This design comes from an exercise in tuning for small area, a short achievable clock period and few clock cycles on the open sky130 flow, not from production work. Where RTL was checked, it was by simulation tests only, not by an equivalence proof against the original. Function not checked in run 2: the RTL went through the layout flow alone. No activity file was given, so power comes from the tool's default toggle rates.

==> flow/design.v, too long to show whole: its modules and the start of the top module <==
// module LASER: 2686 lines
module LASER (
    input            CLK,
    input            RST,
    input      [3:0] X,
    input      [3:0] Y,
    output reg [3:0] C1X,
    output reg [3:0] C1Y,
    output reg [3:0] C2X,
    output reg [3:0] C2Y,
    output reg       DONE
);
  // ...
==> flow/run.sh <==
#!/bin/bash
# synth_recipe.tcl (not shown) runs the flow's synth.tcl, then flattens the netlist and writes it again
# the make line also repeats each setting of config.mk as NAME=value (left out here)
make -C /OpenROAD-flow-scripts/flow DESIGN_CONFIG=/design/flow/config.mk WORK_HOME=/design/flow/orfs CLKGATE_MAP_FILE= SYNTH_SCRIPT=/design/flow/synth_recipe.tcl finish
==> flow/config.mk <==
export PLATFORM = sky130hd
export DESIGN_NAME = LASER
export DESIGN_NICKNAME = LASER
export VERILOG_FILES = /design/flow/design.v
export SDC_FILE = /design/flow/constraint.sdc
export NUM_CORES = 4
export LEC_CHECK = 0
export CAP_MARGIN = 20
export CORE_MARGIN = 2
export CORE_UTILIZATION = 40
export SLEW_MARGIN = 20
==> flow/constraint.sdc <==
create_clock -name core_clock -period 11.0 [get_ports {CLK}]
set_input_delay 2.2000 -clock core_clock [delete_from_list [all_inputs] [get_ports {CLK}]]
set_output_delay 2.2000 -clock core_clock [all_outputs]
set_load 0.01 [all_outputs]
==> run summary, run 1 <==
* Run status: no timing/DRC/antenna violations
* Final Non-Filler Cells at 10.9k
* Grt peak-use layer: met2
* CP Capture Type: flop
* Wire per inst at between 20 and 25 µm
* # IOs at 27
* RR Endpoint: ca26[0]
* Post-Place Cells at between 10k and 15k
* Multiplexer share of the synthesized area at 0.0231
* Remaining global-route overflow at 0
* Port bufs at 26
* Avg Cell Area, Syn at approximately 9.3 µm²
* Mapped Area at 0.0758 mm²
* Final Hold Fails at 0
* Drt first pass iters at 7
* Fmax at 180 MHz
* Adder-cell share of the synthesized area at 0.328
* Inverters at 1294
* Wirelength, routed at 245000 µm
* RSZ-0062 raised after global routing: no
* Die Width at about 440 µm
* Sequential share of cell area at 0.247
* Register area share after synthesis at 0.271
* Synth Area in Simple Gates at 0.126
* Min-delay src: dY[1]
* EDFF count, synth at 33
* WL met3 at between 10000 and 15000 µm
* Worst hold path type: reg -> reg
* Setup tns final at 0 ns
* Worst hold stages at 0
* Clk pwr at roughly 4200 µW
* Sequential cell count at 1010
* Worst-path cell chain: inv_1, ha_1, o211ai_1, o21ai_2, a41oi_4, mux2i_1, nor2_1, a21oi_4, buf_4, ha_1, inv_1, a21o_1, a21oi_1, xor2_1, a2111o_1, mux2_2, o22ai_1
* Via density at 5.42
* Power Density at ~230 mW/mm²
* Initial DRC Count at just over 5k
* Most common cell after layout, fill and taps aside: inv_1
* Hold Path Sink: eY[1]
* Worst setup path class: reg -> reg
* NonClk Buf Share at 0.00583
* Cell Int Power at 10700 µW
* Ys flop type: dfxtp_1
* CTS tree: done
* Post-CTS setup buffers at 0
Testbench counts, summed over its fixed seeds: cycles 6,950.
==> run 2: changes to the inputs <==
--- a/flow/design.v
+++ b/flow/design.v
@@ -13,16 +13,17 @@
   reg [39:0]  tm;
   reg         inp, inp_d;    
   reg  [5:0]  icnt;
   reg  [3:0]  yq;            
   reg         aV;            
   reg         bV, bM, bL, cV, cL, dV, dL, eV, eL, fV, fL;
   reg  [3:0]  bY, cY, dY, eY, fY;
   reg  [3:0]  mx;            
+  wire        tk15;
   reg         mv;            
   reg  [5:0]  B;
   reg  [1:0]  cnt;
   reg  [5:0]  bcnt;
   reg  [3:0]  bx, by;
   function [2:0] rclass(input [3:0] y, input [3:0] p);
     reg [4:0] d;
     begin
@@ -101,56 +102,56 @@
   reg [2:0] ca33;
   reg [2:0] ca34;
   reg [2:0] ca35;
   reg [2:0] ca36;
   reg [2:0] ca37;
   reg [2:0] ca38;
   reg [2:0] ca39;
   always @(posedge CLK) begin
-    ca0 <= rclass(ya, ty[3:0]);
-    ca1 <= rclass(ya, ty[7:4]);
-    ca2 <= rclass(ya, ty[11:8]);
-    ca3 <= rclass(ya, ty[15:12]);
-    ca4 <= rclass(ya, ty[19:16]);
-    ca5 <= rclass(ya, ty[23:20]);
-    ca6 <= rclass(ya, ty[27:24]);
-    ca7 <= rclass(ya, ty[31:28]);
-    ca8 <= rclass(ya, ty[35:32]);
-    ca9 <= rclass(ya, ty[39:36]);
-    ca10 <= rclass(ya, ty[43:40]);
-    ca11 <= rclass(ya, ty[47:44]);
-    ca12 <= rclass(ya, ty[51:48]);
-    ca13 <= rclass(ya, ty[55:52]);
-    ca14 <= rclass(ya, ty[59:56]);
-    ca15 <= rclass(ya, ty[63:60]);
-    ca16 <= rclass(ya, ty[67:64]);
-    ca17 <= rclass(ya, ty[71:68]);
-    ca18 <= rclass(ya, ty[75:72]);
-    ca19 <= rclass(ya, ty[79:76]);
-    ca20 <= rclass(ya, ty[83:80]);
-    ca21 <= rclass(ya, ty[87:84]);
-    ca22 <= rclass(ya, ty[91:88]);
-    ca23 <= rclass(ya, ty[95:92]);
-    ca24 <= rclass(ya, ty[99:96]);
-    ca25 <= rclass(ya, ty[103:100]);
-    ca26 <= rclass(ya, ty[107:104]);
-    ca27 <= rclass(ya, ty[111:108]);
-    ca28 <= rclass(ya, ty[115:112]);
-    ca29 <= rclass(ya, ty[119:116]);
-    ca30 <= rclass(ya, ty[123:120]);
-    ca31 <= rclass(ya, ty[127:124]);
-    ca32 <= rclass(ya, ty[131:128]);
-    ca33 <= rclass(ya, ty[135:132]);
-    ca34 <= rclass(ya, ty[139:136]);
-    ca35 <= rclass(ya, ty[143:140]);
-    ca36 <= rclass(ya, ty[147:144]);
-    ca37 <= rclass(ya, ty[151:148]);
-    ca38 <= rclass(ya, ty[155:152]);
-    ca39 <= rclass(ya, ty[159:156]);
+    ca0 <= tk15 ? rclass(4'd15, ty[3:0]) : rclass(yq, ty[3:0]);
+    ca1 <= tk15 ? rclass(4'd15, ty[7:4]) : rclass(yq, ty[7:4]);
+    ca2 <= tk15 ? rclass(4'd15, ty[11:8]) : rclass(yq, ty[11:8]);
+    ca3 <= tk15 ? rclass(4'd15, ty[15:12]) : rclass(yq, ty[15:12]);
+    ca4 <= tk15 ? rclass(4'd15, ty[19:16]) : rclass(yq, ty[19:16]);
+    ca5 <= tk15 ? rclass(4'd15, ty[23:20]) : rclass(yq, ty[23:20]);
+    ca6 <= tk15 ? rclass(4'd15, ty[27:24]) : rclass(yq, ty[27:24]);
+    ca7 <= tk15 ? rclass(4'd15, ty[31:28]) : rclass(yq, ty[31:28]);
+    ca8 <= tk15 ? rclass(4'd15, ty[35:32]) : rclass(yq, ty[35:32]);
+    ca9 <= tk15 ? rclass(4'd15, ty[39:36]) : rclass(yq, ty[39:36]);
+    ca10 <= tk15 ? rclass(4'd15, ty[43:40]) : rclass(yq, ty[43:40]);
+    ca11 <= tk15 ? rclass(4'd15, ty[47:44]) : rclass(yq, ty[47:44]);
+    ca12 <= tk15 ? rclass(4'd15, ty[51:48]) : rclass(yq, ty[51:48]);
+    ca13 <= tk15 ? rclass(4'd15, ty[55:52]) : rclass(yq, ty[55:52]);
+    ca14 <= tk15 ? rclass(4'd15, ty[59:56]) : rclass(yq, ty[59:56]);
+    ca15 <= tk15 ? rclass(4'd15, ty[63:60]) : rclass(yq, ty[63:60]);
+    ca16 <= tk15 ? rclass(4'd15, ty[67:64]) : rclass(yq, ty[67:64]);
+    ca17 <= tk15 ? rclass(4'd15, ty[71:68]) : rclass(yq, ty[71:68]);
+    ca18 <= tk15 ? rclass(4'd15, ty[75:72]) : rclass(yq, ty[75:72]);
+    ca19 <= tk15 ? rclass(4'd15, ty[79:76]) : rclass(yq, ty[79:76]);
+    ca20 <= tk15 ? rclass(4'd15, ty[83:80]) : rclass(yq, ty[83:80]);
+    ca21 <= tk15 ? rclass(4'd15, ty[87:84]) : rclass(yq, ty[87:84]);
+    ca22 <= tk15 ? rclass(4'd15, ty[91:88]) : rclass(yq, ty[91:88]);
+    ca23 <= tk15 ? rclass(4'd15, ty[95:92]) : rclass(yq, ty[95:92]);
+    ca24 <= tk15 ? rclass(4'd15, ty[99:96]) : rclass(yq, ty[99:96]);
+    ca25 <= tk15 ? rclass(4'd15, ty[103:100]) : rclass(yq, ty[103:100]);
+    ca26 <= tk15 ? rclass(4'd15, ty[107:104]) : rclass(yq, ty[107:104]);
+    ca27 <= tk15 ? rclass(4'd15, ty[111:108]) : rclass(yq, ty[111:108]);
+    ca28 <= tk15 ? rclass(4'd15, ty[115:112]) : rclass(yq, ty[115:112]);
+    ca29 <= tk15 ? rclass(4'd15, ty[119:116]) : rclass(yq, ty[119:116]);
+    ca30 <= tk15 ? rclass(4'd15, ty[123:120]) : rclass(yq, ty[123:120]);
+    ca31 <= tk15 ? rclass(4'd15, ty[127:124]) : rclass(yq, ty[127:124]);
+    ca32 <= tk15 ? rclass(4'd15, ty[131:128]) : rclass(yq, ty[131:128]);
+    ca33 <= tk15 ? rclass(4'd15, ty[135:132]) : rclass(yq, ty[135:132]);
+    ca34 <= tk15 ? rclass(4'd15, ty[139:136]) : rclass(yq, ty[139:136]);
+    ca35 <= tk15 ? rclass(4'd15, ty[143:140]) : rclass(yq, ty[143:140]);
+    ca36 <= tk15 ? rclass(4'd15, ty[147:144]) : rclass(yq, ty[147:144]);
+    ca37 <= tk15 ? rclass(4'd15, ty[151:148]) : rclass(yq, ty[151:148]);
+    ca38 <= tk15 ? rclass(4'd15, ty[155:152]) : rclass(yq, ty[155:152]);
+    ca39 <= tk15 ? rclass(4'd15, ty[159:156]) : rclass(yq, ty[159:156]);
   end
   wire [8:0] lh0 = lohi(ca0, tx[7:4], tm[1]);
   wire hit0 = lh0[8] & (lh0[7:4] <= mx) & (mx <= lh0[3:0]);
   wire b0_0 = lh0[8] & (lh0[7:4] <= 4'd0) & (4'd0 <= lh0[3:0]);
   wire b0_1 = lh0[8] & (lh0[7:4] <= 4'd1) & (4'd1 <= lh0[3:0]);
   wire b0_2 = lh0[8] & (lh0[7:4] <= 4'd2) & (4'd2 <= lh0[3:0]);
   wire b0_3 = lh0[8] & (lh0[7:4] <= 4'd3) & (4'd3 <= lh0[3:0]);
   wire b0_4 = lh0[8] & (lh0[7:4] <= 4'd4) & (4'd4 <= lh0[3:0]);
@@ -2624,17 +2625,17 @@
   always @(posedge CLK) begin
     fc <= ce1_0; fi <= ie1_0;
   end
   wire       take = fV & (fc >= bcnt);
   wire [5:0] nbc = take ? fc : bcnt;
   wire [3:0] nbx = take ? fi : bx;
   wire [3:0] nby = take ? fY : by;
   wire       pe  = fV & fL;                  
-  wire [3:0] ya  = pe ? nby : yq;            
+  assign     tk15 = pe & take;
   wire [3:0] ox = mv ? C2X : C1X;
   wire [3:0] oy = mv ? C2Y : C1Y;
   wire       same = (nbx == ox) && (nby == oy);
   wire       eqB  = (nbc == B);
   wire       fin  = same | (eqB & (cnt == 2'd2));
   wire [3:0] hx = tx[3:0], hy = ty[3:0];
   wire in00 = ((hx == 4'd0) & (hy <= 4'd4)) | ((hx <= 4'd2) & (hy <= 4'd3)) |
               ((hx <= 4'd3) & (hy <= 4'd2)) | ((hx <= 4'd4) & (hy == 4'd0));
@@ -2664,17 +2665,18 @@
         end
       end
       if (DONE) begin
         DONE <= 1'b0; inp <= 1'b1; icnt <= 6'd0;
       end
       if (aV) begin
         yq <= yq + 4'd1;
         if (yq == 4'd15) aV <= 1'b0;
-      end
+      end else if (~inp)
+        yq <= nby;
       if (pe) begin
         mx <= nbx;
         if (mv) begin C2X <= nbx; C2Y <= nby; end
         else    begin C1X <= nbx; C1Y <= nby; end
         B <= nbc; cnt <= eqB ? cnt + 2'd1 : 2'd0;
         bcnt <= 6'd0;
         if (fin) DONE <= 1'b1;
         else begin
==> flow/flow/run.sh (new file) <==
#!/bin/bash
# The standard layout (standard.sh), with one change: the buffer that
# buffer_ports puts on every input and output port is sky130_fd_sc_hd__buf_2.
set -euo pipefail
bash standard.sh BUFFER_PORTS_ARGS="-buffer_cell sky130_fd_sc_hd__buf_2" finish > orfs_make.log 2>&1
==> flow/standard.sh (new file) <==
#!/bin/bash
# synth_recipe.tcl (not shown) runs the flow's synth.tcl, then flattens the netlist and writes it again
# the make line also repeats each setting of config.mk as NAME=value (left out here)
make -C /OpenROAD-flow-scripts/flow DESIGN_CONFIG=/design/flow/config.mk WORK_HOME=/design/flow/orfs CLKGATE_MAP_FILE= SYNTH_SCRIPT=/design/flow/synth_recipe.tcl "${@:-finish}"
removed: flow/run.sh
==> run 2 against run 1 <==
  * Critical path type unchanged
  * Routed wire length is 4.6% higher
  * Sequential cell count stayed put
  * Global-route usage is 0.45 points higher
  * First-iteration DRC count is 1.3% higher
  * Die area is 1.7% higher
  * Worst setup slack better by 1.1 ns
  * Worst hold slack better by 0.028 ns
  * Critical path depth is 2 higher
  * Core utilization is 0.32 points lower
  * Power is 0.64% higher
==> run summary, run 2 <==
* Crit-path max FO at 8 (was 32)
* Power Density at 227 mW/mm² (was 229 mW/mm²)
* Core Area at 0.192 mm² (was 0.188 mm²)
* Post-Place Cells at 10.9k (was 10.6k)
* Syn Nets at 10.0k (was 9787)
* Run status: no timing/DRC/antenna violations (unchanged)
* Drt first pass iters at 6 (was 7)
* Clk sinks at 1010 (unchanged)
* Depth of the CTS H-tree at 3 (unchanged)
* Worst setup path class: reg -> reg (unchanged)
* Setup Skew at 0.0496 ns (was 0.0885 ns)
* Wire per inst at 23.1 µm (was 22.6 µm)
* Worst Path Required at 11.68 ns (about the same)
* Ys flop type: dfxtp_1 (unchanged)
* Post-synthesis cell type count at 79 (was 85)
* Wirelength, routed at 256000 µm (was 245000 µm)
* Worst path max stage delay at 0.52 ns (was 0.75 ns)
* Slew Limit Fails at 0 (unchanged)
* Row cnt at 161 (was 159)
* Layout area overhead at 9.44% (was 9.86%)
* Vias in the first global route at 60.3k (was 58.7k)
* Worst-path cell chain: inv_1, ha_1, nand2b_1, a21o_1, a21o_1, a21o_1, a21o_1, a21oi_2, mux2i_1, inv_1, ha_1, nand2b_1, a21o_1, a21oi_1, nor2b_1, o21ai_0, nand2b_1, a21oi_2, mux2i_1 (was inv_1, ha_1, o211ai_1, o21ai_2, a41oi_4, mux2i_1, nor2_1, a21oi_4, buf_4, ha_1, inv_1, a21o_1, a21oi_1, xor2_1, a2111o_1, mux2_2, o22ai_1)
* Final Hold Fails at 0 (unchanged)
* Final ANT Viol Nets at 0 (unchanged)
* CP Launch Type: flop (unchanged)
* Largest area contributor in the netlist: dfxtp_1 (unchanged)
* EDFF count, synth at 33 (unchanged)
* Max Cap Viol at 0 (unchanged)
* Final core occ at 0.439 (was 0.443)
* Async S/R FF share, synth at 0 (unchanged)
* Reg-to-reg slack, setup at 6.56 ns (was 5.45 ns)
* Synthesis Warnings at 1 (unchanged)
* Synth cell count leaders: inv_1, dfxtp_1, ha_1, fa_1, nor2_1 (was inv_1, dfxtp_1, ha_1, fa_1, nand2_1)
* Worst-skew pair later-pin latency at 0.79 ns (was 0.82 ns)
* Final net count at 10.1k (was 9862)
* Root Buffer: clkbuf_16 (unchanged)
* Die Y at 443 µm (was 439 µm)
* Initial Util at 0.402 (was 0.403)
* Reg clk slew, reported paths at 0.06 ns (about the same)
* Final Non-Filler Cells at 11.1k (was 10.9k)
* Share of the synthesized area in the top cell type at 0.254 (was 0.258)
* Top-count cell post-synth: inv_1 (unchanged)
* Setup-failing EPs final at 0 (unchanged)
* #FFs+latches synth at 1010 (unchanged)
* RSZ-0062 raised after global routing: no (unchanged)
* Die Width at 443 µm (was 439 µm)
* Arrival @ worst endpoint at 5.12 ns (was 6.23 ns)
* FF/Latch Area at 0.0206 mm² (unchanged)
* CP Capture Type: flop (unchanged)
* Rel. slew slack at 0.353 (was 0.292)
* WHS at 0.323 ns (was 0.296 ns)
* GR Util All Layers at 0.257 (was 0.253)
* Total number of vias at 61.3k (was 58.8k)
* Cell mode on critical path: a21o_1
* Leak at 0.0399 µW (was 0.0396 µW)
* DIE AREA at 0.196 mm² (was 0.193 mm²)
* Leading post-synthesis cells by cell area: dfxtp_1, fa_1, ha_1, inv_1, a21oi_1 (was dfxtp_1, fa_1, ha_1, inv_1, o21ai_0)
* Multi-input gate area at 0.0515 mm² (was 0.0500 mm²)
* Hpwl dp at 211000 µm (was 200000 µm)
* Most frequent cells in the layout: inv_1, dfxtp_1, ha_1 (unchanged)
* Cts bufs inserted at 114 (unchanged)
* Post-CTS sizing at 0 (unchanged)
* Remaining DRCs at 0 (unchanged)
* Remaining global-route overflow at 0 (unchanged)
* Largest net degree at the start of global routing at 61 (was 54)
* Post-CTS Hold Buffers at 0 (unchanged)
* Mapped Area at 0.0771 mm² (was 0.0758 mm²)
* CTS tree: done (unchanged)
* Post-CTS setup buffers at 0 (unchanged)
* Setup tns final at 0 ns (unchanged)
* Fmax at 225 MHz (was 180 MHz)
* Peak supply drop at 0.154 mV (was 0.136 mV)
* Final min period at 4.44 ns (was 5.55 ns)
* # IOs at 27 (unchanged)
* Period utilization at 0.404 (was 0.504)
* Antenna violations before repair at 10 (was 15)
* Crit-path slowest cell: a21oi_2 (was a41oi_4)
* Share of cells above drive strength 1 at 0.0425 (was 0.0469)
* Via density at 5.51 (was 5.42)
* Worst slew pin tran at 0.964 ns (was 1.04 ns)
* Leading registers by flop count: tx: 160 flops, ty: 160 flops, tm: 40 flops (unchanged)
* Gp weighted congestion at 1.01 (was 0.985)
* First-pass GRT wire length at 382000 µm (was 369000 µm)
* Avg Cell Area, Syn at 9.15 µm² (was 9.26 µm²)
* Worst hold path type: reg -> reg (unchanged)
* Synth Instances at 8427 (was 8182)
* Port bufs at 26 (unchanged)
* Most common cell after layout, fill and taps aside: inv_1 (unchanged)
* Clock buffer depth at 3 (unchanged)
* Register area share after synthesis at 0.267 (was 0.271)
* Initial DRC Count at 5230 (was 5165)
* Filler instances at 18.6k (was 18.1k)
[run 2: cell count changes after synthesis, sizes merged, moves of 32 or more]
cell,before,now
a31oi,31,101
a21o,120,155
o21bai,69,31
a21oi,456,559
xor2,143,182
nor2,440,622
o21a,56,10
nor3,109,174
o211ai,55,127
and2,92,48
nand2,592,508
inv,1291,1223
o21ai,480,448
a211oi,72,125
[run 2: worst paths after layout]
kind | startpoint | end | cells after the start
worst min register to register | dY[1] | eY[1] | 0
worst min-delay path | dY[1] | eY[1] | 0
worst max-delay path | cn5[0] | gc1[1] | 19
worst max register to register | cn5[0] | gc1[1] | 19
[run 2: critical path, delay by kind of cell (launching register included)]
family | cells | cell delay (ns)
compound gates | 9 | 2.12
mux | 2 | 0.78
fa+ha+maj | 2 | 0.54
simple gates | 4 | 0.44
flops | 1 | 0.33
buf+inv | 2 | 0.15
[run 2: report_power, final]
part,switching (µW),internal (µW)
clock network,1690,2470
logic,6100,3920
registers,585,4410
[run 2: final cells by class]
cell class              count  area share
clock inverters            54      0.0104
well taps                2526      0.0375
multi-input cells        6081       0.611
inverters                1223      0.0545
flip-flops and latches   1010       0.244
repair buffers             59     0.00448
diodes                      7    0.000208
clock buffers             156      0.0387
[run 2: stage by stage]
step           power (µW)  setup WS (ns)  cell area, µm²
2_1_floorplan       11700           6.70           77100
3_3_place_gp        14700           6.33           80200
3_5_place_dp        14900           6.39           80200
4_1_cts             19100           6.35           84300
5_1_grt             20500           6.36           84400
6_report            19200           6.56           84400
[run 2: logic make-up (layout without fill, tap and decap cells)]
| logic type | after synthesis | count (layout) | share of synthesized area |
|---|---|---|---|
| multiplexers | 180 | 180 | 0.0239 |
| AO/OA/AOI/OAI | 1956 | 1956 | 0.163 |
| XOR/XNOR | 344 | 344 | 0.0391 |
| flip-flops | 1010 | 1010 | 0.267 |
| other | 0 | 7 | 0 |
| AND/OR/NAND/NOR | 2022 | 2022 | 0.123 |
| adder cells (fa/ha/maj) | 1579 | 1579 | 0.319 |
| buffers and inverters | 1336 | 1492 | 0.0653 |
[run 2: metal layers]
layer  GRT usage  share of wire
met3      0.0342          0.057
met1       0.356           0.45
met5           0       0.000051
met4      0.0876          0.037
met2       0.412           0.45

==> what the ideal ports hide <==
The results above use ideal ports. As a check the final layouts listed here were re-extracted and re-timed, cells and wires unchanged.
Step 1 sets driving cells, clkbuf_16 on the clock port and buf_2 on the other inputs (assumed; they add their load-dependent delay and slew).
Step 2 also shifts input and output timing later by t, the mid clock arrival at the registers, as if the neighbouring blocks saw the same clock.
Slacks: ideal ports / drivers / drivers and shift; pairs: ideal ports / drivers.
run	shift t [ns]	slack for setup (ns)	worst setup path after step 2	slew at the worst register clock pin (ns)
run 1	0.861	5.452 / 5.452 / 5.452	register to register	0.07 / 0.07
run 2	0.851	6.555 / 6.555 / 6.555	register to register	0.07 / 0.07
After both steps setup and hold are still met in every run listed.
